What follows belongs to an exercise in optimizing a design on an open flow for small area, a short achievable clock period and few clock cycles; a production flow would make more cautious choices. In this exercise RTL edits were held to simulation tests only and were not proved equivalent to the original.

**flow/design.v**
```verilog
`timescale 1ns/10ps
module geofence (clk, reset, X, Y, valid, is_inside);
input clk;
input reset;
input [9:0] X;
input [9:0] Y;
output reg valid;
output reg is_inside;
localparam S0 = 2'd0, S1 = 2'd1, S3 = 2'd3;
reg [3:0] cnt;           
reg [1:0] st;
reg       sf;
reg [9:0] px, py;        
reg       wsx, wsy;      
reg [9:0] wmx, wmy_n;        
wire [9:0] wmy = ~wmy_n;
reg       lsx, lsy, rsx, rsy;
reg [9:0] lmx_n, lmy, rmx_n, rmy;       
wire [9:0] lmx = ~lmx_n, rmx = ~rmx_n;
wire [10:0] dx = {1'b0, X} - {1'b0, px};
wire [10:0] dy = {1'b0, Y} - {1'b0, py};
wire       dsx = dx[10];
wire       dsy = dy[10];
wire [9:0] dmx = (dx[9:0] ^ {10{dsx}}) + {9'd0, dsx};
wire [9:0] dmy = (dy[9:0] ^ {10{dsy}}) + {9'd0, dsy};
wire lzx = lmx == 0, lzy = lmy == 0, wzx = wmx == 0, wzy = wmy == 0;
wire rzx = rmx == 0, rzy = rmy == 0;
wire a_s1 = lsx ^ wsy, a_s2 = lsy ^ wsx;      
wire b_s1 = wsy ^ rsx, b_s2 = wsx ^ rsy;      
wire a_n, a_z, b_n, b_z;
xsign ua (.a(lmx), .b(wmy), .c(lmy), .d(wmx), .inj(a_s1),  .neg(a_n), .zero(a_z));
xsign ub (.a(wmy), .b(rmx), .c(wmx), .d(rmy), .inj(!b_s1), .neg(b_n), .zero(b_z));
wire a_fz = (lzx || wzy) && (lzy || wzx);     
wire b_fz = (wzy || rzx) && (wzx || rzy);
wire a_neg  = (a_s1 != a_s2) ? (a_s1 && !a_fz) : (a_s1 ^ a_n);
wire a_zero = (a_s1 != a_s2) ? a_fz : a_z;
wire b_neg  = (b_s1 != b_s2) ? (!b_s1 && !b_fz) : !(b_s1 ^ b_n);
wire b_zero = (b_s1 != b_s2) ? b_fz : b_z;
wire w_zero = wzx && wzy;
wire opp = ((!lzx && (lsx != wsx)) || (!lzy && (lsy != wsy))) &&
           ((!rzx && (rsx != wsx)) || (!rzy && (rsy != wsy)));
wire set_l  = ((st == S0) && !w_zero) || ((st == S1) && a_neg);
wire set_r  = ((st == S0) && !w_zero) || ((st == S1) && b_neg);
wire flip_l = (st == S3) && a_neg;
wire flip_r = (st == S3) && b_neg;
wire sf_n   = sf || ((st == S1) && a_neg && b_neg);
reg [1:0] st_n;
always @(*) begin
    st_n = st;
    case (st)
    S0: if (!w_zero) st_n = S1;
    S1: if (!w_zero && a_zero && b_zero && opp) st_n = S3;
    S3: if (a_neg || b_neg) st_n = S1;
    default: st_n = st;
    endcase
end
wire proc = (cnt >= 4'd2) && (cnt <= 4'd8);
always @(posedge clk or posedge reset) begin
    if (reset) begin
        cnt <= 4'd0;
        st <= S0;
        sf <= 1'b0;
        valid <= 1'b0;
        is_inside <= 1'b0;
    end else begin
        cnt <= (cnt == 4'd9) ? 4'd0 : cnt + 4'd1;
        valid <= (cnt == 4'd8);
        if (cnt == 4'd8) is_inside <= sf_n;
        if (proc) begin
            st <= st_n;
            sf <= sf_n;
        end else begin
            st <= S0;
            sf <= 1'b0;
        end
    end
end
always @(posedge clk) begin
    if (cnt == 4'd0) begin
        px <= X;
        py <= Y;
    end
    wsx <= dsx; wmx <= dmx;
    wsy <= dsy; wmy_n <= ~dmy;
    if (proc && set_l) begin
        lsx <= wsx; lmx_n <= ~wmx;
        lsy <= wsy; lmy <= wmy;
    end else if (proc && flip_l) begin
        lsx <= !lsx;
        lsy <= !lsy;
    end
    if (proc && set_r) begin
        rsx <= wsx; rmx_n <= ~wmx;
        rsy <= wsy; rmy <= wmy;
    end else if (proc && flip_r) begin
        rsx <= !rsx;
        rsy <= !rsy;
    end
end
endmodule
module xsign (input [9:0] a, input [9:0] b, input [9:0] c, input [9:0] d, input inj, output neg, output zero);
wire injn = ~inj;
wire t1, t2, t3, t4, t5, t6, t7, t8, t9, t10, t11, t12, t13, t14, t15, t16, t17, t18, t19, t20, t21, t22, t23, t24, t25, t26, t27, t28, t29, t30, t31, t32, t33, t34, t35, t36, t37, t38, t39, t40, t41, t42, t43, t44, t45, t46, t47, t48, t49, t50, t51, t52, t53, t54, t55, t56, t57, t58, t59, t60, t61, t62, t63, t64, t65, t66, t67, t68, t69, t70, t71, t72, t73, t74, t75, t76, t77, t78, t79, t80, t81, t82, t83, t84, t85, t86, t87, t88, t89, t90, t91, t92, t93, t94, t95, t96, t97, t98, t99, t100, t101, t102, t103, t104, t105, t106, t107, t108, t109, t110, t111, t112, t113, t114, t115, t116, t117, t118, t119, t120, t121, t122, t123, t124, t125, t126, t127, t128, t129, t130, t131, t132, t133, t134, t135, t136, t137, t138, t139, t140, t141, t142, t143, t144, t145, t146, t147, t148, t149, t150, t151, t152, t153, t154, t155, t156, t157, t158, t159, t160, t161, t162, t163, t164, t165, t166, t167, t168, t169, t170, t171, t172, t173, t174, t175, t176, t177, t178, t179, t180, t181, t182, t183, t184, t185, t186, t187, t188, t189, t190, t191, t192, t193, t194, t195, t196, t197, t198, t199, t200, t201, t202, t203, t204, t205, t206, t207, t208, t209, t210, t211, t212, t213, t214, t215, t216, t217, t218, t219, t220, t221, t222, t223, t224, t225, t226, t227, t228, t229, t230, t231, t232, t233, t234, t235, t236, t237, t238, t239, t240, t241, t242, t243, t244, t245, t246, t247, t248, t249, t250, t251, t252, t253, t254, t255, t256, t257, t258, t259, t260, t261, t262, t263, t264, t265, t266, t267, t268, t269, t270, t271, t272, t273, t274, t275, t276, t277, t278, t279, t280, t281, t282, t283, t284, t285, t286, t287, t288, t289, t290, t291, t292, t293, t294, t295, t296, t297, t298, t299, t300, t301, t302, t303, t304, t305, t306, t307, t308, t309, t310, t311, t312, t313, t314, t315, t316, t317, t318, t319, t320, t321, t322, t323, t324, t325, t326, t327, t328, t329, t330, t331, t332, t333, t334, t335, t336, t337, t338, t339, t340, t341, t342, t343, t344, t345, t346, t347, t348, t349, t350, t351, t352, t353, t354, t355, t356, t357, t358, t359, t360, t361, t362, t363, t364, t365, t366, t367, t368, t369, t370, t371, t372, t373, t374, t375, t376, t377, t378, t379, t380, t381, t382, t383, t384, t385, t386, t387, t388, t389, t390, t391, t392, t393, t394, t395, t396, t397, t398, t399, t400, t401, t402, t403, t404, t405, t406, t407, t408, t409, t410, t411, t412, t413, t414, t415, t416, t417, t418, t419, t420, t421, t422, t423, t424, t425, t426, t427, t428, t429, t430, t431, t432, t433, t434, t435, t436, t437, t438, t439, t440, t441, t442, t443, t444, t445, t446, t447, t448, t449, t450, t451, t452, t453, t454, t455, t456, t457, t458, t459, t460, t461, t462, t463, t464, t465, t466, t467, t468, t469, t470, t471, t472, t473, t474, t475, t476, t477, t478, t479, t480, t481, t482, t483, t484, t485, t486, t487, t488, t489, t490, t491, t492, t493, t494, t495, t496, t497, t498, t499, t500, t501, t502, t503, t504, t505, t506, t507, t508, t509, t510, t511, t512, t513, t514, t515, t516, t517, t518, t519, t520, t521, t522, t523, t524, t525, t526, t527, t528, t529, t530, t531, t532, t533, t534, t535, t536, t537, t538, t539, t540, t541, t542, t543, t544, t545, t546, t547, t548, t549, t550, t551, t552, t553, t554, t555, t556, t557, t558, t559, t560, t561, t562, t563, t564, t565, t566, t567;
assign t1 = (a[0] & b[0]);
assign t2 = ~(c[0] & d[0]);
assign t3 = injn;
assign t4 = (a[0] & b[1]);
assign t5 = (a[1] & b[0]);
assign t6 = ~(c[1] & d[0]);
assign t7 = ~(c[0] & d[1]);
assign t8 = (a[0] & b[2]);
assign t9 = (a[1] & b[1]);
assign t10 = (a[2] & b[0]);
assign t11 = ~(c[2] & d[0]);
assign t12 = ~(c[1] & d[1]);
assign t13 = ~(c[0] & d[2]);
assign t14 = (a[0] & b[3]);
assign t15 = (a[1] & b[2]);
assign t16 = (a[2] & b[1]);
assign t17 = (a[3] & b[0]);
assign t18 = ~(c[3] & d[0]);
assign t19 = ~(c[2] & d[1]);
assign t20 = ~(c[1] & d[2]);
assign t21 = ~(c[0] & d[3]);
assign t22 = (a[0] & b[4]);
assign t23 = (a[1] & b[3]);
assign t24 = (a[2] & b[2]);
assign t25 = (a[3] & b[1]);
assign t26 = (a[4] & b[0]);
assign t27 = ~(c[4] & d[0]);
assign t28 = ~(c[3] & d[1]);
assign t29 = ~(c[2] & d[2]);
assign t30 = ~(c[1] & d[3]);
assign t31 = ~(c[0] & d[4]);
assign t32 = (a[0] & b[5]);
assign t33 = (a[1] & b[4]);
assign t34 = (a[2] & b[3]);
assign t35 = (a[3] & b[2]);
assign t36 = (a[4] & b[1]);
assign t37 = (a[5] & b[0]);
assign t38 = ~(c[5] & d[0]);
assign t39 = ~(c[4] & d[1]);
assign t40 = ~(c[3] & d[2]);
assign t41 = ~(c[2] & d[3]);
assign t42 = ~(c[1] & d[4]);
assign t43 = ~(c[0] & d[5]);
assign t44 = (a[0] & b[6]);
assign t45 = (a[1] & b[5]);
assign t46 = (a[2] & b[4]);
assign t47 = (a[3] & b[3]);
assign t48 = (a[4] & b[2]);
assign t49 = (a[5] & b[1]);
assign t50 = (a[6] & b[0]);
assign t51 = ~(c[6] & d[0]);
assign t52 = ~(c[5] & d[1]);
assign t53 = ~(c[4] & d[2]);
assign t54 = ~(c[3] & d[3]);
assign t55 = ~(c[2] & d[4]);
assign t56 = ~(c[1] & d[5]);
assign t57 = ~(c[0] & d[6]);
assign t58 = (a[0] & b[7]);
assign t59 = (a[1] & b[6]);
assign t60 = (a[2] & b[5]);
assign t61 = (a[3] & b[4]);
assign t62 = (a[4] & b[3]);
assign t63 = (a[5] & b[2]);
assign t64 = (a[6] & b[1]);
assign t65 = (a[7] & b[0]);
assign t66 = ~(c[7] & d[0]);
assign t67 = ~(c[6] & d[1]);
assign t68 = ~(c[5] & d[2]);
assign t69 = ~(c[4] & d[3]);
assign t70 = ~(c[3] & d[4]);
assign t71 = ~(c[2] & d[5]);
assign t72 = ~(c[1] & d[6]);
assign t73 = ~(c[0] & d[7]);
assign t74 = (a[0] & b[8]);
assign t75 = (a[1] & b[7]);
assign t76 = (a[2] & b[6]);
assign t77 = (a[3] & b[5]);
assign t78 = (a[4] & b[4]);
assign t79 = (a[5] & b[3]);
assign t80 = (a[6] & b[2]);
assign t81 = (a[7] & b[1]);
assign t82 = (a[8] & b[0]);
assign t83 = ~(c[8] & d[0]);
assign t84 = ~(c[7] & d[1]);
assign t85 = ~(c[6] & d[2]);
assign t86 = ~(c[5] & d[3]);
assign t87 = ~(c[4] & d[4]);
assign t88 = ~(c[3] & d[5]);
assign t89 = ~(c[2] & d[6]);
assign t90 = ~(c[1] & d[7]);
assign t91 = ~(c[0] & d[8]);
assign t92 = (a[0] & b[9]);
assign t93 = (a[1] & b[8]);
assign t94 = (a[2] & b[7]);
assign t95 = (a[3] & b[6]);
assign t96 = (a[4] & b[5]);
assign t97 = (a[5] & b[4]);
assign t98 = (a[6] & b[3]);
assign t99 = (a[7] & b[2]);
assign t100 = (a[8] & b[1]);
assign t101 = (a[9] & b[0]);
assign t102 = ~(c[9] & d[0]);
assign t103 = ~(c[8] & d[1]);
assign t104 = ~(c[7] & d[2]);
assign t105 = ~(c[6] & d[3]);
assign t106 = ~(c[5] & d[4]);
assign t107 = ~(c[4] & d[5]);
assign t108 = ~(c[3] & d[6]);
assign t109 = ~(c[2] & d[7]);
assign t110 = ~(c[1] & d[8]);
assign t111 = ~(c[0] & d[9]);
assign t112 = (a[1] & b[9]);
assign t113 = (a[2] & b[8]);
assign t114 = (a[3] & b[7]);
assign t115 = (a[4] & b[6]);
assign t116 = (a[5] & b[5]);
assign t117 = (a[6] & b[4]);
assign t118 = (a[7] & b[3]);
assign t119 = (a[8] & b[2]);
assign t120 = (a[9] & b[1]);
assign t121 = ~(c[9] & d[1]);
assign t122 = ~(c[8] & d[2]);
assign t123 = ~(c[7] & d[3]);
assign t124 = ~(c[6] & d[4]);
assign t125 = ~(c[5] & d[5]);
assign t126 = ~(c[4] & d[6]);
assign t127 = ~(c[3] & d[7]);
assign t128 = ~(c[2] & d[8]);
assign t129 = ~(c[1] & d[9]);
assign t130 = (a[2] & b[9]);
assign t131 = (a[3] & b[8]);
assign t132 = (a[4] & b[7]);
assign t133 = (a[5] & b[6]);
assign t134 = (a[6] & b[5]);
assign t135 = (a[7] & b[4]);
assign t136 = (a[8] & b[3]);
assign t137 = (a[9] & b[2]);
assign t138 = ~(c[9] & d[2]);
assign t139 = ~(c[8] & d[3]);
assign t140 = ~(c[7] & d[4]);
assign t141 = ~(c[6] & d[5]);
assign t142 = ~(c[5] & d[6]);
assign t143 = ~(c[4] & d[7]);
assign t144 = ~(c[3] & d[8]);
assign t145 = ~(c[2] & d[9]);
assign t146 = (a[3] & b[9]);
assign t147 = (a[4] & b[8]);
assign t148 = (a[5] & b[7]);
assign t149 = (a[6] & b[6]);
assign t150 = (a[7] & b[5]);
assign t151 = (a[8] & b[4]);
assign t152 = (a[9] & b[3]);
assign t153 = ~(c[9] & d[3]);
assign t154 = ~(c[8] & d[4]);
assign t155 = ~(c[7] & d[5]);
assign t156 = ~(c[6] & d[6]);
assign t157 = ~(c[5] & d[7]);
assign t158 = ~(c[4] & d[8]);
assign t159 = ~(c[3] & d[9]);
assign t160 = (a[4] & b[9]);
assign t161 = (a[5] & b[8]);
assign t162 = (a[6] & b[7]);
assign t163 = (a[7] & b[6]);
assign t164 = (a[8] & b[5]);
assign t165 = (a[9] & b[4]);
assign t166 = ~(c[9] & d[4]);
assign t167 = ~(c[8] & d[5]);
assign t168 = ~(c[7] & d[6]);
assign t169 = ~(c[6] & d[7]);
assign t170 = ~(c[5] & d[8]);
assign t171 = ~(c[4] & d[9]);
assign t172 = (a[5] & b[9]);
assign t173 = (a[6] & b[8]);
assign t174 = (a[7] & b[7]);
assign t175 = (a[8] & b[6]);
assign t176 = (a[9] & b[5]);
assign t177 = ~(c[9] & d[5]);
assign t178 = ~(c[8] & d[6]);
assign t179 = ~(c[7] & d[7]);
assign t180 = ~(c[6] & d[8]);
assign t181 = ~(c[5] & d[9]);
assign t182 = (a[6] & b[9]);
assign t183 = (a[7] & b[8]);
assign t184 = (a[8] & b[7]);
assign t185 = (a[9] & b[6]);
assign t186 = ~(c[9] & d[6]);
assign t187 = ~(c[8] & d[7]);
assign t188 = ~(c[7] & d[8]);
assign t189 = ~(c[6] & d[9]);
assign t190 = (a[7] & b[9]);
assign t191 = (a[8] & b[8]);
assign t192 = (a[9] & b[7]);
assign t193 = ~(c[9] & d[7]);
assign t194 = ~(c[8] & d[8]);
assign t195 = ~(c[7] & d[9]);
assign t196 = (a[8] & b[9]);
assign t197 = (a[9] & b[8]);
assign t198 = ~(c[9] & d[8]);
assign t199 = ~(c[8] & d[9]);
assign t200 = (a[9] & b[9]);
assign t201 = ~(c[9] & d[9]);
assign {t203, t202} = {1'b0, t92} + {1'b0, t93} + {1'b0, t94};
assign t204 = t112 ^ t113;
assign t205 = t112 & t113;
assign {t207, t206} = {1'b0, t44} + {1'b0, t45} + {1'b0, t46};
assign {t209, t208} = {1'b0, t58} + {1'b0, t59} + {1'b0, t60};
assign {t211, t210} = {1'b0, t61} + {1'b0, t62} + {1'b0, t63};
assign t212 = t64 ^ t65;
assign t213 = t64 & t65;
assign {t215, t214} = {1'b0, t74} + {1'b0, t75} + {1'b0, t76};
assign {t217, t216} = {1'b0, t77} + {1'b0, t78} + {1'b0, t79};
assign {t219, t218} = {1'b0, t80} + {1'b0, t81} + {1'b0, t82};
assign {t221, t220} = {1'b0, t83} + {1'b0, t84} + {1'b0, t85};
assign t222 = t86 ^ t87;
assign t223 = t86 & t87;
assign {t225, t224} = {1'b0, t95} + {1'b0, t96} + {1'b0, t97};
assign {t227, t226} = {1'b0, t98} + {1'b0, t99} + {1'b0, t100};
assign {t229, t228} = {1'b0, t101} + {1'b0, t102} + {1'b0, t103};
assign {t231, t230} = {1'b0, t104} + {1'b0, t105} + {1'b0, t106};
assign {t233, t232} = {1'b0, t107} + {1'b0, t108} + {1'b0, t109};
assign t234 = t110 ^ t111;
assign t235 = t110 & t111;
assign {t237, t236} = {1'b0, t114} + {1'b0, t115} + {1'b0, t116};
assign {t239, t238} = {1'b0, t117} + {1'b0, t118} + {1'b0, t119};
assign {t241, t240} = {1'b0, t120} + {1'b0, t121} + {1'b0, t122};
assign {t243, t242} = {1'b0, t123} + {1'b0, t124} + {1'b0, t125};
assign {t245, t244} = {1'b0, t126} + {1'b0, t127} + {1'b0, t128};
assign t246 = ~(t129 ^ t204);
assign t247 = t129 | t204;
assign {t249, t248} = {1'b0, t130} + {1'b0, t131} + {1'b0, t132};
assign {t251, t250} = {1'b0, t133} + {1'b0, t134} + {1'b0, t135};
assign {t253, t252} = {1'b0, t136} + {1'b0, t137} + {1'b0, t138};
assign {t255, t254} = {1'b0, t139} + {1'b0, t140} + {1'b0, t141};
assign {t257, t256} = {1'b0, t142} + {1'b0, t143} + {1'b0, t144};
assign {t259, t258} = {1'b0, t146} + {1'b0, t147} + {1'b0, t148};
assign {t261, t260} = {1'b0, t149} + {1'b0, t150} + {1'b0, t151};
assign {t263, t262} = {1'b0, t152} + {1'b0, t153} + {1'b0, t154};
assign {t265, t264} = {1'b0, t160} + {1'b0, t161} + {1'b0, t162};
assign {t267, t266} = {1'b0, t22} + {1'b0, t23} + {1'b0, t24};
assign {t269, t268} = {1'b0, t32} + {1'b0, t33} + {1'b0, t34};
assign {t271, t270} = {1'b0, t35} + {1'b0, t36} + {1'b0, t37};
assign t272 = t38 ^ t39;
assign t273 = t38 & t39;
assign {t275, t274} = {1'b0, t47} + {1'b0, t48} + {1'b0, t49};
assign {t277, t276} = {1'b0, t50} + {1'b0, t51} + {1'b0, t52};
assign {t279, t278} = {1'b0, t53} + {1'b0, t54} + {1'b0, t55};
assign t280 = t56 ^ t57;
assign t281 = t56 & t57;
assign {t283, t282} = {1'b0, t66} + {1'b0, t67} + {1'b0, t68};
assign {t285, t284} = {1'b0, t69} + {1'b0, t70} + {1'b0, t71};
assign t286 = ~(t72 ^ t73);
assign t287 = t72 | t73;
assign {t289, t288} = {1'b0, t208} + {1'b0, t210} + {1'b0, t212};
assign {t291, t290} = {1'b0, t88} + {1'b0, t89} + {1'b0, t90};
assign t292 = ~(t91 ^ t214);
assign t293 = t91 | t214;
assign {t295, t294} = {1'b0, t216} + {1'b0, t218} + {1'b0, t220};
assign {t297, t296} = {1'b0, t222} + {1'b0, t209} + {1'b0, t211};
assign t298 = ~(t224 ^ t202);
assign t299 = t224 | t202;
assign {t301, t300} = {1'b0, t226} + {1'b0, t228} + {1'b0, t230};
assign {t303, t302} = {1'b0, t232} + {1'b0, t234} + {1'b0, t215};
assign {t305, t304} = {1'b0, t217} + {1'b0, t219} + {1'b0, t221};
assign {t307, t306} = {1'b0, t203} + {1'b0, t236} + {1'b0, t238};
assign {t309, t308} = {1'b0, t240} + {1'b0, t242} + {1'b0, t244};
assign {t311, t310} = {1'b0, t246} + {1'b0, t225} + {1'b0, t227};
assign {t313, t312} = {1'b0, t229} + {1'b0, t231} + {1'b0, t233};
assign {t315, t314} = {1'b0, t145} + {1'b0, t205} + {1'b0, t248};
assign {t317, t316} = {1'b0, t250} + {1'b0, t252} + {1'b0, t254};
assign {t319, t318} = {1'b0, t256} + {1'b0, t237} + {1'b0, t239};
assign {t321, t320} = {1'b0, t241} + {1'b0, t243} + {1'b0, t245};
assign {t323, t322} = {1'b0, t155} + {1'b0, t156} + {1'b0, t157};
assign {t325, t324} = {1'b0, t158} + {1'b0, t159} + {1'b0, t258};
assign {t327, t326} = {1'b0, t260} + {1'b0, t262} + {1'b0, t249};
assign {t329, t328} = {1'b0, t251} + {1'b0, t253} + {1'b0, t255};
assign {t331, t330} = {1'b0, t163} + {1'b0, t164} + {1'b0, t165};
assign {t333, t332} = {1'b0, t166} + {1'b0, t167} + {1'b0, t168};
assign {t335, t334} = {1'b0, t169} + {1'b0, t170} + {1'b0, t171};
assign {t337, t336} = {1'b0, t264} + {1'b0, t259} + {1'b0, t261};
assign {t339, t338} = {1'b0, t172} + {1'b0, t173} + {1'b0, t174};
assign {t341, t340} = {1'b0, t175} + {1'b0, t176} + {1'b0, t177};
assign {t343, t342} = {1'b0, t178} + {1'b0, t179} + {1'b0, t180};
assign {t345, t344} = {1'b0, t182} + {1'b0, t183} + {1'b0, t184};
assign t346 = t8 ^ t9;
assign t347 = t8 & t9;
assign {t349, t348} = {1'b0, t14} + {1'b0, t15} + {1'b0, t16};
assign {t351, t350} = {1'b0, t17} + {1'b0, t18} + {1'b0, t19};
assign {t353, t352} = {1'b0, t25} + {1'b0, t26} + {1'b0, t27};
assign {t355, t354} = {1'b0, t28} + {1'b0, t29} + {1'b0, t30};
assign t356 = ~t31;
assign t357 = t31;
assign {t359, t358} = {1'b0, t40} + {1'b0, t41} + {1'b0, t42};
assign t360 = ~(t43 ^ t268);
assign t361 = t43 | t268;
assign {t363, t362} = {1'b0, t270} + {1'b0, t272} + {1'b0, t267};
assign t364 = ~(t274 ^ t206);
assign t365 = t274 | t206;
assign {t367, t366} = {1'b0, t276} + {1'b0, t278} + {1'b0, t280};
assign {t369, t368} = {1'b0, t269} + {1'b0, t271} + {1'b0, t273};
assign {t371, t370} = {1'b0, t207} + {1'b0, t282} + {1'b0, t284};
assign {t373, t372} = {1'b0, t286} + {1'b0, t288} + {1'b0, t275};
assign {t375, t374} = {1'b0, t277} + {1'b0, t279} + {1'b0, t281};
assign {t377, t376} = {1'b0, t213} + {1'b0, t290} + {1'b0, t292};
assign {t379, t378} = {1'b0, t294} + {1'b0, t296} + {1'b0, t283};
assign {t381, t380} = {1'b0, t285} + {1'b0, t287} + {1'b0, t289};
assign {t383, t382} = {1'b0, t223} + {1'b0, t298} + {1'b0, t300};
assign {t385, t384} = {1'b0, t302} + {1'b0, t304} + {1'b0, t291};
assign {t387, t386} = {1'b0, t293} + {1'b0, t295} + {1'b0, t297};
assign {t389, t388} = {1'b0, t235} + {1'b0, t306} + {1'b0, t308};
assign {t391, t390} = {1'b0, t310} + {1'b0, t312} + {1'b0, t299};
assign {t393, t392} = {1'b0, t301} + {1'b0, t303} + {1'b0, t305};
assign {t395, t394} = {1'b0, t247} + {1'b0, t314} + {1'b0, t316};
assign {t397, t396} = {1'b0, t318} + {1'b0, t320} + {1'b0, t307};
assign {t399, t398} = {1'b0, t309} + {1'b0, t311} + {1'b0, t313};
assign {t401, t400} = {1'b0, t257} + {1'b0, t322} + {1'b0, t324};
assign {t403, t402} = {1'b0, t326} + {1'b0, t328} + {1'b0, t315};
assign {t405, t404} = {1'b0, t317} + {1'b0, t319} + {1'b0, t321};
assign {t407, t406} = {1'b0, t263} + {1'b0, t330} + {1'b0, t332};
assign {t409, t408} = {1'b0, t334} + {1'b0, t336} + {1'b0, t323};
assign {t411, t410} = {1'b0, t325} + {1'b0, t327} + {1'b0, t329};
assign {t413, t412} = {1'b0, t181} + {1'b0, t265} + {1'b0, t338};
assign {t415, t414} = {1'b0, t340} + {1'b0, t342} + {1'b0, t331};
assign {t417, t416} = {1'b0, t333} + {1'b0, t335} + {1'b0, t337};
assign {t419, t418} = {1'b0, t185} + {1'b0, t186} + {1'b0, t187};
assign {t421, t420} = {1'b0, t188} + {1'b0, t189} + {1'b0, t344};
assign {t423, t422} = {1'b0, t339} + {1'b0, t341} + {1'b0, t343};
assign {t425, t424} = {1'b0, t190} + {1'b0, t191} + {1'b0, t192};
assign {t427, t426} = {1'b0, t193} + {1'b0, t194} + {1'b0, t195};
assign t428 = t4 ^ t5;
assign t429 = t4 & t5;
assign {t431, t430} = {1'b0, t10} + {1'b0, t11} + {1'b0, t12};
assign t432 = ~t13;
assign t433 = t13;
assign t434 = ~(t20 ^ t21);
assign t435 = t20 | t21;
assign {t437, t436} = {1'b0, t348} + {1'b0, t350} + {1'b0, t347};
assign {t439, t438} = {1'b0, t266} + {1'b0, t352} + {1'b0, t354};
assign {t441, t440} = {1'b0, t356} + {1'b0, t349} + {1'b0, t351};
assign {t443, t442} = {1'b0, t358} + {1'b0, t360} + {1'b0, t362};
assign {t445, t444} = {1'b0, t353} + {1'b0, t355} + {1'b0, t357};
assign {t447, t446} = {1'b0, t364} + {1'b0, t366} + {1'b0, t368};
assign {t449, t448} = {1'b0, t359} + {1'b0, t361} + {1'b0, t363};
assign {t451, t450} = {1'b0, t370} + {1'b0, t372} + {1'b0, t374};
assign {t453, t452} = {1'b0, t365} + {1'b0, t367} + {1'b0, t369};
assign {t455, t454} = {1'b0, t376} + {1'b0, t378} + {1'b0, t380};
assign {t457, t456} = {1'b0, t371} + {1'b0, t373} + {1'b0, t375};
assign {t459, t458} = {1'b0, t382} + {1'b0, t384} + {1'b0, t386};
assign {t461, t460} = {1'b0, t377} + {1'b0, t379} + {1'b0, t381};
assign {t463, t462} = {1'b0, t388} + {1'b0, t390} + {1'b0, t392};
assign {t465, t464} = {1'b0, t383} + {1'b0, t385} + {1'b0, t387};
assign {t467, t466} = {1'b0, t394} + {1'b0, t396} + {1'b0, t398};
assign {t469, t468} = {1'b0, t389} + {1'b0, t391} + {1'b0, t393};
assign {t471, t470} = {1'b0, t400} + {1'b0, t402} + {1'b0, t404};
assign {t473, t472} = {1'b0, t395} + {1'b0, t397} + {1'b0, t399};
assign {t475, t474} = {1'b0, t406} + {1'b0, t408} + {1'b0, t410};
assign {t477, t476} = {1'b0, t401} + {1'b0, t403} + {1'b0, t405};
assign {t479, t478} = {1'b0, t412} + {1'b0, t414} + {1'b0, t416};
assign {t481, t480} = {1'b0, t407} + {1'b0, t409} + {1'b0, t411};
assign {t483, t482} = {1'b0, t418} + {1'b0, t420} + {1'b0, t422};
assign {t485, t484} = {1'b0, t413} + {1'b0, t415} + {1'b0, t417};
assign {t487, t486} = {1'b0, t345} + {1'b0, t424} + {1'b0, t426};
assign {t489, t488} = {1'b0, t419} + {1'b0, t421} + {1'b0, t423};
assign {t491, t490} = {1'b0, t196} + {1'b0, t197} + {1'b0, t198};
assign {t493, t492} = {1'b0, t199} + {1'b0, t425} + {1'b0, t427};
assign t494 = t6 ^ t7;
assign t495 = t6 & t7;
assign {t497, t496} = {1'b0, t346} + {1'b0, t430} + {1'b0, t432};
assign {t499, t498} = {1'b0, t434} + {1'b0, t436} + {1'b0, t431};
assign {t501, t500} = {1'b0, t438} + {1'b0, t440} + {1'b0, t435};
assign {t503, t502} = {1'b0, t442} + {1'b0, t444} + {1'b0, t439};
assign {t505, t504} = {1'b0, t446} + {1'b0, t448} + {1'b0, t443};
assign {t507, t506} = {1'b0, t450} + {1'b0, t452} + {1'b0, t447};
assign {t509, t508} = {1'b0, t454} + {1'b0, t456} + {1'b0, t451};
assign {t511, t510} = {1'b0, t458} + {1'b0, t460} + {1'b0, t455};
assign {t513, t512} = {1'b0, t462} + {1'b0, t464} + {1'b0, t459};
assign {t515, t514} = {1'b0, t466} + {1'b0, t468} + {1'b0, t463};
assign {t517, t516} = {1'b0, t470} + {1'b0, t472} + {1'b0, t467};
assign {t519, t518} = {1'b0, t474} + {1'b0, t476} + {1'b0, t471};
assign {t521, t520} = {1'b0, t478} + {1'b0, t480} + {1'b0, t475};
assign {t523, t522} = {1'b0, t482} + {1'b0, t484} + {1'b0, t479};
assign {t525, t524} = {1'b0, t486} + {1'b0, t488} + {1'b0, t483};
assign {t527, t526} = {1'b0, t490} + {1'b0, t492} + {1'b0, t487};
assign {t529, t528} = {1'b0, t200} + {1'b0, t201} + {1'b0, t491};
assign t530 = t1 ^ t2;
assign t531 = t1 & t2;
assign t532 = ~(t494 ^ t428);
assign t533 = t494 | t428;
assign {t535, t534} = {1'b0, t429} + {1'b0, t496} + {1'b0, t495};
assign {t537, t536} = {1'b0, t433} + {1'b0, t498} + {1'b0, t497};
assign {t539, t538} = {1'b0, t437} + {1'b0, t500} + {1'b0, t499};
assign {t541, t540} = {1'b0, t441} + {1'b0, t502} + {1'b0, t501};
assign {t543, t542} = {1'b0, t445} + {1'b0, t504} + {1'b0, t503};
assign {t545, t544} = {1'b0, t449} + {1'b0, t506} + {1'b0, t505};
assign {t547, t546} = {1'b0, t453} + {1'b0, t508} + {1'b0, t507};
assign {t549, t548} = {1'b0, t457} + {1'b0, t510} + {1'b0, t509};
assign {t551, t550} = {1'b0, t461} + {1'b0, t512} + {1'b0, t511};
assign {t553, t552} = {1'b0, t465} + {1'b0, t514} + {1'b0, t513};
assign {t555, t554} = {1'b0, t469} + {1'b0, t516} + {1'b0, t515};
assign {t557, t556} = {1'b0, t473} + {1'b0, t518} + {1'b0, t517};
assign {t559, t558} = {1'b0, t477} + {1'b0, t520} + {1'b0, t519};
assign {t561, t560} = {1'b0, t481} + {1'b0, t522} + {1'b0, t521};
assign {t563, t562} = {1'b0, t485} + {1'b0, t524} + {1'b0, t523};
assign {t565, t564} = {1'b0, t489} + {1'b0, t526} + {1'b0, t525};
assign {t567, t566} = {1'b0, t493} + {1'b0, t528} + {1'b0, t527};
wire [20:0] r1 = {1'b1, t529, t566, t564, t562, t560, t558, t556, t554, t552, t550, t548, t546, t544, t542, t540, t538, t536, t534, t532, t3};
wire [20:0] r2 = {1'b0, t567, t565, t563, t561, t559, t557, t555, t553, t551, t549, t547, t545, t543, t541, t539, t537, t535, t533, t531, t530};
wire cg0_0 = (r1[1] & r2[1]) | ((r1[1] | r2[1]) & (r1[0] & r2[0]));
wire cp0_0 = (r1[1] | r2[1]) & (r1[0] | r2[0]);
wire cg0_2 = (r1[3] & r2[3]) | ((r1[3] | r2[3]) & (r1[2] & r2[2]));
wire cp0_2 = (r1[3] | r2[3]) & (r1[2] | r2[2]);
wire cg0_4 = (r1[5] & r2[5]) | ((r1[5] | r2[5]) & (r1[4] & r2[4]));
wire cp0_4 = (r1[5] | r2[5]) & (r1[4] | r2[4]);
wire cg0_6 = (r1[7] & r2[7]) | ((r1[7] | r2[7]) & (r1[6] & r2[6]));
wire cp0_6 = (r1[7] | r2[7]) & (r1[6] | r2[6]);
wire cg0_8 = (r1[9] & r2[9]) | ((r1[9] | r2[9]) & (r1[8] & r2[8]));
wire cp0_8 = (r1[9] | r2[9]) & (r1[8] | r2[8]);
wire cg0_10 = (r1[11] & r2[11]) | ((r1[11] | r2[11]) & (r1[10] & r2[10]));
wire cp0_10 = (r1[11] | r2[11]) & (r1[10] | r2[10]);
wire cg0_12 = (r1[13] & r2[13]) | ((r1[13] | r2[13]) & (r1[12] & r2[12]));
wire cp0_12 = (r1[13] | r2[13]) & (r1[12] | r2[12]);
wire cg0_14 = (r1[15] & r2[15]) | ((r1[15] | r2[15]) & (r1[14] & r2[14]));
wire cp0_14 = (r1[15] | r2[15]) & (r1[14] | r2[14]);
wire cg0_16 = (r1[17] & r2[17]) | ((r1[17] | r2[17]) & (r1[16] & r2[16]));
wire cp0_16 = (r1[17] | r2[17]) & (r1[16] | r2[16]);
wire cg0_18 = (r1[19] & r2[19]) | ((r1[19] | r2[19]) & (r1[18] & r2[18]));
wire cp0_18 = (r1[19] | r2[19]) & (r1[18] | r2[18]);
wire cg1_0 = cg0_2 | (cp0_2 & cg0_0);
wire cp1_0 = cp0_2 & cp0_0;
wire cg1_2 = cg0_6 | (cp0_6 & cg0_4);
wire cp1_2 = cp0_6 & cp0_4;
wire cg1_4 = cg0_10 | (cp0_10 & cg0_8);
wire cp1_4 = cp0_10 & cp0_8;
wire cg1_6 = cg0_14 | (cp0_14 & cg0_12);
wire cp1_6 = cp0_14 & cp0_12;
wire cg1_8 = cg0_18 | (cp0_18 & cg0_16);
wire cp1_8 = cp0_18 & cp0_16;
wire cg2_0 = cg1_2 | (cp1_2 & cg1_0);
wire cp2_0 = cp1_2 & cp1_0;
wire cg2_2 = cg1_6 | (cp1_6 & cg1_4);
wire cp2_2 = cp1_6 & cp1_4;
wire cg3_0 = cg2_2 | (cp2_2 & cg2_0);
wire cp3_0 = cp2_2 & cp2_0;
wire cg4_0 = cg1_8 | (cp1_8 & cg3_0);
wire cp4_0 = cp1_8 & cp3_0;
assign neg = r1[20] ^ r2[20] ^ cg4_0;
wire [20:0] zx = r1 ^ r2;
wire [20:0] zc = {r1[19:0] | r2[19:0], 1'b0};
assign zero = inj ? (&zx) : (zx == zc);
endmodule
```
**flow/flow/run.sh**
```bash
#!/bin/bash
# Standard ORFS layout with two additions (same clock period and constraints):
#  1. after the standard synthesis, flow/polarity.py removes the inverters that
#     Yosys's full-adder extraction leaves between adders (logic unchanged);
#  2. timing repair aims at a larger setup slack than the default.
set -euo pipefail
RES="$PWD/orfs/results/$FLOW_PLATFORM/geofence/base"
LIB="$FLOW_HOME/platforms/$FLOW_PLATFORM/lib/sky130_fd_sc_hd__tt_025C_1v80.lib"
bash standard.sh "$RES/1_2_yosys.v" > synth.log 2>&1
cp "$RES/1_2_yosys.v" 1_2_yosys.before_polarity.v
python3 flow/polarity.py "$RES/1_2_yosys.v" "$LIB" > polarity.log 2>&1
bash standard.sh SETUP_SLACK_MARGIN=6 finish > layout.log 2>&1
```
**flow/flow/polarity.py**
```python
#!/usr/bin/env python3
"""Inverter clean-up for a Yosys-mapped sky130hd netlist (flat, one module).

A full adder is self-dual: FA(~a, ~b, ~c) = (~sum, ~cout).  Simple gates have
an output-complemented twin with the same pins (and2/nand2, or2/nor2, ...).
This pass removes every inverter, then picks for each full adder and each such
gate whether it works in complemented polarity, so that as few signals as
possible need an inverter, re-adding one inverter per signal that still needs
its complement.  The logic function of the netlist is unchanged.

usage: polarity.py netlist.v liberty.lib [out.v]
"""
import re, sys, random

src, libf = sys.argv[1], sys.argv[2]
dst = sys.argv[3] if len(sys.argv) > 3 else src
P = "sky130_fd_sc_hd__"
OUTPINS = {"X", "Y", "Q", "Q_N", "SUM", "COUT", "HI", "LO"}
PAIRS = [("and2", "nand2"), ("or2", "nor2"), ("xor2", "xnor2"), ("a21o", "a21oi"),
         ("o21a", "o21ai"), ("a22o", "a22oi"), ("o22a", "o22ai"), ("and3", "nand3"),
         ("or3", "nor3"), ("and4", "nand4"), ("or4", "nor4"), ("a211o", "a211oi"),
         ("o211a", "o211ai"), ("a31o", "a31oi"), ("o31a", "o31ai"), ("and2b", "nand2b"),
         ("or2b", "nor2b"), ("mux2", "mux2i")]
COMP = {}
for a, b in PAIRS:
    COMP[a] = b
    COMP[b] = a

lib = open(libf).read()
area = {}
cpos = [(m.start(), m.group(1)) for m in re.finditer(r'cell \("(' + P + r'\w+)"\)', lib)]
for i, (pos, name) in enumerate(cpos):
    end = cpos[i + 1][0] if i + 1 < len(cpos) else len(lib)
    m = re.search(r'\n\s*area : ([0-9.]+);', lib[pos:end])
    if m:
        area[name] = float(m.group(1))
dont_use = {"sky130_fd_sc_hd__probe_p_8", "sky130_fd_sc_hd__probec_p_8"}

def family(t):
    m = re.match(P + r'(\w+?)_(\d+)$', t)
    return (m.group(1), int(m.group(2))) if m else (None, None)

def comp_type(t):
    fam, _ = family(t)
    c = COMP.get(fam)
    if not c:
        return None
    for size in (1, 2, 0, 4):
        name = f"{P}{c}_{size}"
        if name in area:
            return name
    return None

text = open(src).read()
mstart = text.index("module ")
hdr_end = text.index(";", mstart) + 1
endm = text.rindex("endmodule")
body = text[hdr_end:endm]
inst_re = re.compile(r'\n(\s*)(' + P + r'\w+)\s+(\S+)\s*\((.*?)\);', re.S)
pin_re = re.compile(r'\.(\w+)\(\s*((?:\\\S+\s)|[^()\s]*)\s*\)')
cells = []
for m in inst_re.finditer(body):
    pins = [(p, n.strip()) for p, n in pin_re.findall(m.group(4))]
    cells.append({"type": m.group(2), "name": m.group(3), "pins": pins, "span": m.span()})
ports = set()
for m in re.finditer(r'\n\s*(?:input|output|inout)\s+(?:\[[^\]]*\]\s*)?([^;]+);', body):
    for n in m.group(1).split(","):
        ports.add(n.strip())
def netbase(n):
    return n.split("[")[0].strip() if not n.startswith("\\") else n

drv = {}
for i, c in enumerate(cells):
    for p, n in c["pins"]:
        if p in OUTPINS and n:
            drv[n] = (i, p)

def is_inv(c):
    fam, _ = family(c["type"])
    return fam in ("inv", "clkinv")

removable = set()
for i, c in enumerate(cells):
    if is_inv(c):
        y = dict(c["pins"]).get("Y")
        a = dict(c["pins"]).get("A")
        if y and a and netbase(y) not in ports and not y.startswith("1'") and not a.startswith("1'"):
            removable.add(i)

memo = {}
def base(n):
    if n in memo:
        return memo[n]
    d = drv.get(n)
    if d and d[0] in removable:
        a = dict(cells[d[0]]["pins"])["A"]
        b, q = base(a)
        r = (b, q ^ 1)
    else:
        r = (n, 0)
    memo[n] = r
    return r

flip_kind = {}
for i, c in enumerate(cells):
    if i in removable:
        continue
    fam, _ = family(c["type"])
    if fam == "fa":
        flip_kind[i] = "fa"
    elif fam in COMP and comp_type(c["type"]):
        flip_kind[i] = "gate"
flip = {i: 0 for i in flip_kind}

# consumer pins
cons = {}      # base -> list of (cell, pin index, q)
for i, c in enumerate(cells):
    if i in removable:
        continue
    for k, (p, n) in enumerate(c["pins"]):
        if p in OUTPINS or not n or n.startswith("1'"):
            continue
        b, q = base(n)
        cons.setdefault(b, []).append((i, k, q))
cell_in_bases = {}
for b, lst in cons.items():
    for i, k, q in lst:
        cell_in_bases.setdefault(i, set()).add(b)
cell_out_bases = {}
for n, (i, p) in drv.items():
    if i not in removable:
        cell_out_bases.setdefault(i, set()).add(n)

def fdrv(b):
    d = drv.get(b)
    return flip.get(d[0], 0) if d else 0

def needs(b):
    fd = fdrv(b)
    for i, k, q in cons.get(b, ()):
        fc = flip[i] if flip_kind.get(i) == "fa" else 0
        if q ^ fc ^ fd:
            return 1
    return 0

INV = area[P + "inv_1"]
def gate_cost(i):
    if flip_kind.get(i) == "gate" and flip[i]:
        return area[comp_type(cells[i]["type"])] - area[cells[i]["type"]]
    return 0.0

def affected(i):
    s = set(cell_out_bases.get(i, ()))
    if flip_kind[i] == "fa":
        s |= cell_in_bases.get(i, set())
    return s

def total():
    return INV * sum(needs(b) for b in cons) + sum(gate_cost(i) for i in flip_kind)

start = total()
before_inv = len(removable)
rng = random.Random(1)
order = list(flip_kind)

def local_cost(i):
    aff = affected(i)
    return INV * sum(needs(b) for b in aff) + gate_cost(i)

def greedy():
    improved = True
    passes = 0
    while improved and passes < 50:
        improved = False
        passes += 1
        rng.shuffle(order)
        for i in order:
            c0 = local_cost(i)
            flip[i] ^= 1
            c1 = local_cost(i)
            if c1 < c0 - 1e-9:
                improved = True
            else:
                flip[i] ^= 1

# simulated annealing over flips of single cells and of a full adder together
# with the simple gates that drive its inputs
groups = [[i] for i in order]
for i in order:
    if flip_kind[i] != "fa":
        continue
    g = [i]
    for p, n in cells[i]["pins"]:
        if p in OUTPINS:
            continue
        d = drv.get(base(n)[0]) if n else None
        if d and flip_kind.get(d[0]) == "gate" and d[0] not in g:
            g.append(d[0])
    if len(g) > 1:
        groups.append(g)

def group_cost(g):
    aff = set()
    for i in g:
        aff |= affected(i)
    return INV * sum(needs(b) for b in aff) + sum(gate_cost(i) for i in g)

import math
cur = total()
best, bestflip = cur, dict(flip)
T0, T1 = 4.0, 0.05
steps = 400 * len(groups) if groups else 0
for s_ in range(steps):
    T = T0 * (T1 / T0) ** (s_ / max(1, steps - 1))
    g = groups[rng.randrange(len(groups))]
    c0 = group_cost(g)
    for i in g:
        flip[i] ^= 1
    c1 = group_cost(g)
    d = c1 - c0
    if d <= 0 or rng.random() < math.exp(-d / T):
        cur += d
        if cur < best - 1e-9:
            best, bestflip = cur, dict(flip)
    else:
        for i in g:
            flip[i] ^= 1
flip.update(bestflip)
greedy()
end = total()

# rewrite
newpins = {i: list(c["pins"]) for i, c in enumerate(cells)}
newtype = {i: c["type"] for i, c in enumerate(cells)}
for i, k in flip_kind.items():
    if k == "gate" and flip[i]:
        t = comp_type(cells[i]["type"])
        newtype[i] = t
        outp = "Y" if family(t)[0] in [b for a, b in PAIRS] and family(t)[0] != "mux2" or family(t)[0] == "mux2i" else "X"
        # inverting families use Y, non-inverting use X
        fam = family(t)[0]
        outp = "Y" if fam in ("nand2", "nor2", "xnor2", "a21oi", "o21ai", "a22oi", "o22ai", "nand3", "nor3", "nand4", "nor4", "a211oi", "o211ai", "a31oi", "o31ai", "nand2b", "nor2b", "mux2i") else "X"
        newpins[i] = [((outp if p in ("X", "Y") else p), n) for p, n in newpins[i]]
newinv = []
newwires = []
cnt = 0
for b, lst in cons.items():
    fd = fdrv(b)
    invnet = None
    for i, k, q in lst:
        fc = flip[i] if flip_kind.get(i) == "fa" else 0
        if q ^ fc ^ fd:
            if invnet is None:
                cnt += 1
                invnet = f"_pol{cnt}_"
                newwires.append(invnet)
                newinv.append((f"_polinv{cnt}_", b, invnet))
            n = invnet
        else:
            n = b
        p, _ = newpins[i][k]
        newpins[i][k] = (p, n)

def fmt(n):
    return n + " " if n.startswith("\\") else n
out = []
pos = 0
for i, c in enumerate(cells):
    s, e = c["span"]
    out.append(body[pos:s])
    pos = e
    if i in removable:
        continue
    ind = "\n  "
    pins = ",\n".join(f"    .{p}({fmt(n)})" for p, n in newpins[i])
    out.append(f"{ind}{newtype[i]} {c['name']} (\n{pins}\n  );")
out.append(body[pos:])
for name, a, y in newinv:
    out.append(f"  {P}inv_1 {name} (\n    .A({fmt(a)}),\n    .Y({y})\n  );\n")
nb = "".join(out)
decl = "".join(f"\n  wire {w};" for w in newwires)
res = text[:hdr_end] + decl + nb + text[endm:]
open(dst, "w").write(res)
nflip = sum(1 for i in flip if flip[i])
print(f"polarity: removed {before_inv} inverters, added {len(newinv)}; flipped {nflip} cells; cost {start:.1f} -> {end:.1f} (um2, inverters + gate swaps)")
```
**flow/standard.sh**
```bash
#!/bin/bash
# synth_recipe.tcl (not shown) runs the flow's synth.tcl, then flattens the netlist and writes it again
# the make line also repeats each setting of config.mk as NAME=value (left out here)
make -C /OpenROAD-flow-scripts/flow DESIGN_CONFIG=/design/flow/config.mk WORK_HOME=/design/flow/orfs CLKGATE_MAP_FILE= SYNTH_SCRIPT=/design/flow/synth_recipe.tcl "${@:-finish}"
```
**flow/config.mk**
```make
export PLATFORM = sky130hd
export DESIGN_NAME = geofence
export DESIGN_NICKNAME = geofence
export VERILOG_FILES = /design/flow/design.v
export SDC_FILE = /design/flow/constraint.sdc
export NUM_CORES = 4
export LEC_CHECK = 0
export ABC_AREA = 1
export CAP_MARGIN = 20
export CORE_MARGIN = 2
export CORE_UTILIZATION = 40
export SLEW_MARGIN = 20
```
**flow/constraint.sdc**
```tcl
create_clock -name core_clock -period 13.0 [get_ports {clk}]
set_input_delay 2.6000 -clock core_clock [delete_from_list [all_inputs] [get_ports {clk}]]
set_output_delay 2.6000 -clock core_clock [all_outputs]
set_load 0.01 [all_outputs]
```
==> results of run 1 <==
[cell usage in the layout (no fill, tap or decap), drive strengths merged, types with 20 or more instances in the layout]
master / n
nand2: 433
o21ai: 20
nor3: 20
nand3: 50
inv: 320
nor2: 235
edfxtp: 64
a21oi: 33
xnor2: 20
and2: 63
ha: 137
clkdlybuf4s50: 23
dfxtp: 22
xor2: 31
fa: 328
[final cells by class]
type / instances / area, um2 / area share [%]
sequential: 95 / 2600 / 14.7
timing repair buffer: 33 / 305 / 1.73
multi-input combinational: 1426 / 12700 / 71.5
tap: 532 / 666 / 3.76
clock buffer: 9 / 225 / 1.27
clock inverter: 7 / 46.3 / 0.262
inverter: 318 / 1190 / 6.75
[routing by layer]
layer / vias up / routed length [um]
met5: - / 0
met4: 0 / 1070
met3: 75 / 3910
met2: 512 / 21000
met1: 6246 / 17600
li1: 5669 / -
[what timing repair did]
| item | CTS | global route |
|---|---|---|
| hold buffers | 0 | 0 |
| endpoints found under the setup margin | 22 | 44 |
| hold endpoints to repair | 0 | 0 |
| resized for setup | 1 | 11 |
[flip-flops by register name, indices dropped and copies added, names as in the netlist]
name / count
py: 10
is_inside: 1
st: 2
sf: 1
valid: 1
rsx: 1
cnt: 4
rsy: 1
rmy: 10
wsy: 1
px: 10
lsx: 1
wmy_n: 10
lmx_n: 10
wmx: 10
lmy: 10
wsx: 1
lsy: 1
rmx_n: 10
[worst max-delay path: cells and delay by family, from the launching register on]
family	cells	cell delay, ns
buffers and inverters	3	0.49
adder cells (fa/ha/maj)	7	3.36
AND/OR/NAND/NOR	12	1.79
AO/OA/AOI/OAI	1	0.13
flip-flops	1	0.57
[path summary, 6_finish.rpt]
check	cells after the start	slack (ns)	end
setup / recovery	23	6.37	rsx
max in group asynchronous	2	10.25	st[1]
hold / removal	1	0.48	cnt[0]
setup reg to reg	23	6.37	rsx
hold reg to reg	1	0.48	cnt[0]
min in group asynchronous	2	2.51	valid
==> impl_metrics.csv, run 1 <==
group,metric,value,unit
die,start_util,40.7,%
sta,whs,0.477,ns
critical_path,critPathLaunchType,"register",
drt,wl_per_cell,18.0,um
sta,fin_setup_tns,0,ns
drt,dr.first_iter.drc_count,892,
global_routing,track_usage,20.8,%
global_routing,antenna_found_initial,0,
die,die_area,43500,um2
placement,place.detailed.hpwl,34700,um
layout,n_fill_cell,4066,
cts,cts.path.max_buffers,2,
layout,syn_to_final_growth,5.66,%
critical_path,crit_chain,"inv_1, nand2_1, fa_1, inv_1, fa_1, fa_1, fa_1, fa_1, fa_1, inv_1, ha_1, nor2_1, nand2_1, nor3_1, nand2_1, nand2_1, nand2_1, nand3_1, nand2_1, nor2_1, nand2_1, nand2_4, o21ai_0",
layout,fin_cells,2420,
global_routing,use_met1,27.2,%
critical_path,critPathMaxFanout,24,
placement,dp_slack,5.81,ns
sta,hold_viol,0,
drt,vias_per_cell,5.17,
sta,slew_headroom,45.4,%
sta,setup_ws,6.37,ns
job,cap_violations,0,
critical_path,worst-setup-path-type,"reg2reg",
sta,skew,0.00804,ns
global_routing,grt_start_max_net_pins,25,
synth,syn_area_per_cell,8.74,um2
synth,synth_cells,1916,
cts,clockRootBuffer,"clkbuf_16",
die,dieHeight,209,um
cts,insertion_delay,0.34,ns
cts,post-cts-setup-buffers,0,
drt,wirelength,43500,um
placement,gp_congestion,0.925,
global_routing,met3_usage,4.45,%
die,rows,74,
placement,placed_area,17400,um2
drt,vias,12500,
global_routing,overflow,0,
sta,fin_crit,6.63,ns
die,coreArea,41100,um2
cts,htreeDepth,3,
global_routing,grt_pass1_wl,69600,um
global_routing,grt_pass1_vias,13000,
drt,drc,0,
sta,rsz0062_at_grt,"false",
die,die_w,209,um
cts,clkTransAtPathRegs,0.07,ns
die,ios,24,
placement,io_buffers,23,
cts,cts_tree,"done",
synth,synth_nets,2403,
cts,cts_made_buffers,9,
layout,drive_gt1_share,2.75,%
run_status,outcome,"no timing/DRC/antenna violations",
drt,first_pass_iters,5,
layout,fin_nets,2370,
layout,utilization,43.0,%
critical_path,worstPathArrival,6.71,ns
critical_path,rr_startpoint,"wmy_n[6]",
critical_path,cp_common_cell,"nand2_1",
sta,setup_violations,0,
critical_path,max_stage_delay,0.58,ns
sta,slew_violations,0,
critical_path,required,13.08,ns
global_routing,busiest_layer,"met2",
sta,fmax,151,MHz
worst_hold_path,hp-start,"cnt[0]",
cts,cts_sinks,95,
placement,dpl.cell_count,2404,
layout,fin_area,17700,um2
synth,syn_area,16700,um2
critical_path,critPathSlowestCell,"fa_1",
sta,post-route-period-util,51.0,%
synth,yosys_warnings,1,
global_routing,use_met2,35.2,%
sta,worst-slew-pin-transition,0.818,ns
critical_path,cp-end-kind,"register",
critical_path,critPathLaunch,"wmy_n[6]",
worst_hold_path,hp-class,"reg2reg",
drt,postRouteAntennaNets,0,
layout,antennaDiodeCount,0,
Testbench counts, summed over its fixed seeds: cycles 12,800.
==> run 2, diff against run 1 <==
--- a/flow/config.mk
+++ b/flow/config.mk
@@ -7,6 +7,5 @@
 export LEC_CHECK = 0
-export ABC_AREA = 1
 export CAP_MARGIN = 20
 export CORE_MARGIN = 2
-export CORE_UTILIZATION = 40
+export CORE_UTILIZATION = 55
 export SLEW_MARGIN = 20
==> run 2 against run 1 <==
Compared with the run above:
- clock-buffer cell count increased by 1
- final cell count shrank 16%
- non-clock buffer count rose by 88
- hold slack better by 0.029 ns
- critical path depth is 3 lower
- first-iteration DRC count grew 11%
- synthesized area is 5.8% lower
- sequential share of layout area increased by 0.27 points
- critical path type unchanged
- critical endpoint unchanged
==> impl_metrics.csv, run 2 <==
group,metric,value,unit
critical_path,critPathMaxFanout,22,
layout,layout_common_cells,"328 x fa_1, 243 x nor2_1, 205 x nand2_1",
drt,vias,11600,
synth,synth_cells,1603,
layout,drive_gt1_share,7.85,%
sta,fmax,146,MHz
sta,post-route-period-util,52.7,%
sta,fin_setup_tns,0,ns
critical_path,crit_end,"rsx",
sta,rsz0062_at_grt,"false",
cts,htreeDepth,3,
placement,io_buffers,23,
critical_path,r2r-end,"rsx",
critical_path,critPathLaunch,"wmy_n[6]",
global_routing,grt_start_max_net_pins,23,
run_status,outcome,"no timing/DRC/antenna violations",
die,rows,62,
die,coreArea,28500,um2
drt,first_pass_iters,5,
job,cap_violations,0,
layout,fin_nets,2139,
cts,cts_sinks,95,
sta,hold_viol,0,
placement,gp_congestion,0.834,
layout,fin_area,17400,um2
global_routing,grt_pass1_vias,12600,
cts,hold_buffers,0,
sta,setup_violations,0,
die,die_area,30100,um2
placement,place.detailed.hpwl,31300,um
cts,cts_tree,"done",
drt,postRouteAntennaNets,0,
global_routing,overflow,0,
cts,cts.path.max_buffers,2,
drt,vias_per_cell,5.67,
critical_path,rr_startpoint,"wmy_n[6]",
die,dieHeight,173,um
drt,wirelength,42500,um
sta,slew_violations,0,
critical_path,rr_worst_depth,20,
layout,n_fill_cell,2440,
die,ios,24,
sta,fin_crit,6.85,ns
critical_path,reg2reg_slack,6.15,ns
cts,insertion_delay,0.36,ns
cts,cts_made_buffers,9,
die,start_util,55.4,%
global_routing,grt_pass1_wl,68200,um
drt,drc,0,
sta,skew,0.0173,ns
synth,synth_nets,2090,
layout,final_common_cell,"fa_1",
critical_path,required,13.20,ns
cts,clockRootBuffer,"clkbuf_16",
global_routing,track_usage,29.7,%
global_routing,antenna_found_initial,0,
critical_path,critPathLaunchType,"register",
die,die_w,173,um
sta,slew_headroom,49.3,%
worst_hold_path,hp-class,"reg2reg",
drt,wl_per_cell,20.8,um
synth,syn_area,15800,um2
critical_path,worstPathArrival,7.05,ns
synth,yosys_warnings,1,
layout,antennaDiodeCount,0,
critical_path,cp-end-kind,"register",
critical_path,worst-setup-path-type,"reg2reg",
layout,syn_to_final_growth,10.3,%
sta,worst-slew-pin-transition,0.757,ns
sta,whs,0.506,ns
drt,dr.first_iter.drc_count,986,
cts,clkTransAtPathRegs,0.07,ns
synth,syn_area_per_cell,9.84,um2
placement,placed_area,16300,um2
-- run 2: repair_timing --
action / CTS / global route
gates cloned: 0 / 0
endpoints found under the setup margin: 51 / 50
buffers inserted: 30 / 48
pin swaps: 0 / 1
endpoints found under the hold margin: 0 / 0
gates resized for setup: 18 / 15
-- run 2: metrics by stage --
stage / instances / util (%) / setup slack (ns)
final: 2041 / 61.1 / 6.15
after global routing: 2041 / 61.1 / 5.94
after CTS: 1993 / 59.5 / 6.02
after detailed placement: 1947 / 57.4 / 4.84
after global placement: 1947 / 57.4 / 5.17
after floorplan: 1603 / - / 6.24
-- run 2: worst min-delay path by stage --
| stage | startpoint | slack, ns | to | cells after the start |
|---|---|---|---|---|
| 2_1_floorplan | sf | 0.45 | sf | 2 |
| 3_5_place_dp | is_inside | 0.49 | is_inside | 2 |
| 4_1_cts | is_inside | 0.51 | is_inside | 2 |
| 6_report | is_inside | 0.51 | is_inside | 2 |
| 3_3_place_gp | is_inside | 0.48 | is_inside | 2 |
| 5_1_grt | is_inside | 0.55 | is_inside | 2 |
-- run 2: worst max-delay path, stage by stage (launching register included) --
cell and delay, ns:
dfxtp_1 0.32, buf_6 0.26, nor2_1 0.11, fa_1 0.53
fa_1 0.46, fa_1 0.54, fa_1 0.52, fa_1 0.47
fa_1 0.59, inv_1 0.05, ha_1 0.25, nor4_2 0.29
inv_1 0.10, or4b_4 0.52, a211oi_2 0.19, nor4_2 0.11
o211a_1 0.28, a2111o_1 0.45, a21boi_2 0.22, buf_12 0.20
mux2i_1 0.20
-- run 2: layer usage --
metal / part of all wire, % / track usage [%]
met1: 40 / 39.6
met2: 50 / 50.9
met3: 7.3 / 4.08
met4: 3.2 / 8.83
met5: 0 / 0
-- run 2: cell type report --
| cell class | count | area [um2] | share of cell area, % |
|---|---|---|---|
| multi-input cells | 1222 | 12200 | 69.9 |
| flip-flops and latches | 95 | 2600 | 15.0 |
| repair buffers | 121 | 1060 | 6.12 |
| inverters | 203 | 762 | 4.38 |
| well taps | 384 | 480 | 2.76 |
| clock buffers | 10 | 229 | 1.32 |
| clock inverters | 6 | 93.8 | 0.539 |
==> run 3, diff against run 2 <==
--- a/flow/config.mk
+++ b/flow/config.mk
@@ -9,3 +9,3 @@
 export CORE_MARGIN = 2
-export CORE_UTILIZATION = 55
+export CORE_UTILIZATION = 40
 export SLEW_MARGIN = 20
==> run 3 against run 2 <==
Compared with the run above:
- critical path depth down 2
- hold slack got worse by 0.0096 ns
- final area fell by 0.90%
- non-clock buffer count shrank 35
- global-route usage fell by 7.8 points
- via count rose by 0.63%
- first-iteration DRC count is 7.7% higher
- setup slack better by 0.054 ns
- maximum frequency is 0.80% higher
- sequential cell count unchanged
- critical path type unchanged
- critical endpoint is now rmx_n[2]
- highest routed layer unchanged
==> impl_metrics.csv, run 3 <==
group,metric,value,unit
die,die_w,203,um
critical_path,critPathLaunchType,"register",
critical_path,critPathMaxFanout,22,
drt,wl_met2,20400,um
sta,fin_crit,6.79,ns
global_routing,antenna_found_initial,0,
sta,hold_viol,0,
placement,dpl.cell_count,2078,
drt,dr.first_iter.drc_count,1062,
sta,slew_headroom,46.4,%
placement,dp_slack,4.55,ns
sta,skew,0.0120,ns
drt,drt-met1-wl,17700,um
drt,wirelength,42800,um
synth,yosys_warnings,1,
synth,syn_area_per_cell,9.84,um2
die,rows,72,
placement,io_buffers,23,
placement,place.detailed.hpwl,32100,um
global_routing,grt_start_max_net_pins,23,
critical_path,rr_worst_depth,18,
die,start_util,40.6,%
drt,route.met3.wl,3370,um
sta,worst-slew-pin-transition,0.801,ns
global_routing,track_usage,21.8,%
worst_hold_path,hp-class,"reg2reg",
critical_path,cp-end-kind,"register",
drt,drc,0,
critical_path,r2r-end,"rmx_n[2]",
die,die_area,41000,um2
worst_hold_path,whs_endpoint,"is_inside",
synth,synth_nets,2090,
global_routing,grt_pass1_wl,69200,um
cts,clkTransAtPathRegs,0.07,ns
drt,vias_per_cell,5.44,
cts,insertion_delay,0.35,ns
drt,first_pass_iters,6,
sta,whs,0.496,ns
worst_hold_path,holdPathStages,2,
die,coreArea,38800,um2
die,ios,24,
layout,fin_nets,2106,
critical_path,rr_startpoint,"wmy_n[6]",
sta,setup_ws,6.21,ns
drt,vias,11600,
layout,syn_to_final_growth,9.30,%
drt,wl_per_cell,20.0,um
cts,cts_made_buffers,9,
placement,placed_area,16500,um2
layout,final_common_cell,"fa_1",
sta,slew_violations,0,
sta,fin_setup_tns,0,ns
worst_hold_path,hp-start,"is_inside",
global_routing,grt_pass1_vias,12600,
cts,htreeDepth,3,
layout,antennaDiodeCount,0,
sta,fmax,147,MHz
critical_path,reg2reg_slack,6.21,ns
critical_path,worstPathArrival,6.85,ns
die,dieHeight,203,um
drt,postRouteAntennaNets,0,
sta,setup_violations,0,
critical_path,required,13.06,ns
synth,syn_area,15800,um2
sta,rsz0062_at_grt,"false",
run_status,outcome,"no timing/DRC/antenna violations",
critical_path,worst-setup-path-type,"reg2reg",
job,cap_violations,0,
cts,cts_sinks,95,
drt,highest_layer,"met4",
cts,cts_tree,"done",
layout,fin_cells,2142,
cts,clockRootBuffer,"clkbuf_16",
cts,cts.path.max_buffers,2,
layout,layout_common_cells,"328 x fa_1, 243 x nor2_1, 205 x nand2_1",
layout,drive_gt1_share,5.97,%
layout,fin_area,17200,um2
cts,hold_buffers,0,
placement,gp_congestion,0.901,
sta,post-route-period-util,52.3,%
synth,synth_cells,1603,
global_routing,overflow,0,
## run 3: critical path, stage by stage (launching register included)
cell,delay (ns)
dfxtp_4,0.56
nor2_1,0.13
fa_1,0.53
fa_1,0.48
fa_1,0.52
fa_1,0.51
fa_1,0.46
fa_1,0.58
inv_1,0.05
ha_1,0.24
nor4_1,0.35
inv_1,0.11
or4b_4,0.50
a211oi_2,0.18
nor4_1,0.12
o211a_1,0.24
a2111o_1,0.45
a21boi_4,0.31
buf_4,0.19
## run 3: cell type report
class | instances | area, um2
Tap cell | 518 | 648
Multi-Input combinational cell | 1224 | 12200
Timing Repair Buffer | 86 | 737
Clock inverter | 5 | 41.3
Sequential cell | 95 | 2610
Fill cell | 3642 | 21600
Inverter | 203 | 762
Clock buffer | 11 | 233
## run 3: how the worst max path moves through the flow
stage,start,endpoint,slack (ns),cells past startpoint
final,wmy_n[6],rmx_n[2],6.21,18
after global routing,wmx[3],lsx,6.02,18
after CTS,rmx_n[4],rsy,6.00,18
after detailed placement,wmy_n[7],lsy,4.55,16
after global placement,wmx[3],lsy,4.68,17
after floorplan,wmy_n[6],rsx,6.24,19
## run 3: what timing repair did
item                       4_1_cts  5_1_grt
buffers inserted                15       31
setup endpoints to repair       51       48
gates cloned                     1        1
gates resized for setup         20       14
pin swaps                        2        4
## run 3: per-stage QoR
step           utilization [%]
6_report                  44.4
5_1_grt                   44.4
4_1_cts                   43.6
3_5_place_dp              42.4
3_3_place_gp              42.4
2_1_floorplan                -
## run 3: layer usage
layer  vias up  track usage [%]
li1       5029                -
met1      5971             29.3
met2       543             36.2
met3       102             3.88
met4         0             6.67
met5         -                0

## separate check: timing with driven ports
How much do the figures lean on ideal ports? The routed layouts below were timed once more, with nothing changed but the port constraints.
Step 1 (the two cells are an assumption about what drives the block):
set clk [get_ports {clk}]
set_driving_cell -lib_cell sky130_fd_sc_hd__clkbuf_16 $clk
set_driving_cell -lib_cell sky130_fd_sc_hd__buf_2 [delete_from_list [all_inputs] $clk]
Step 2 moves the port delays by t, midway between the first and last clock arrival at a register: inputs arrive t later, outputs are due t later. That takes back most of the time a late clock gives input paths.
Slacks: no drivers / after step 1 / after step 2; pairs: no drivers / after step 1.
run | t (ns) | setup slack, ns | clock arrival spread, ns | worst slew at a driven data input, ns
run 1 | 0.382 | 6.374 / 6.374 / 6.374 | 0.008 / 0.008 | 0.04
run 2 | 0.395 | 6.152 / 6.152 / 6.152 | 0.017 / 0.018 | 0.03
run 3 | 0.380 | 6.207 / 6.207 / 6.207 | 0.011 / 0.012 | 0.04
After both steps setup and hold are still met in every run listed.
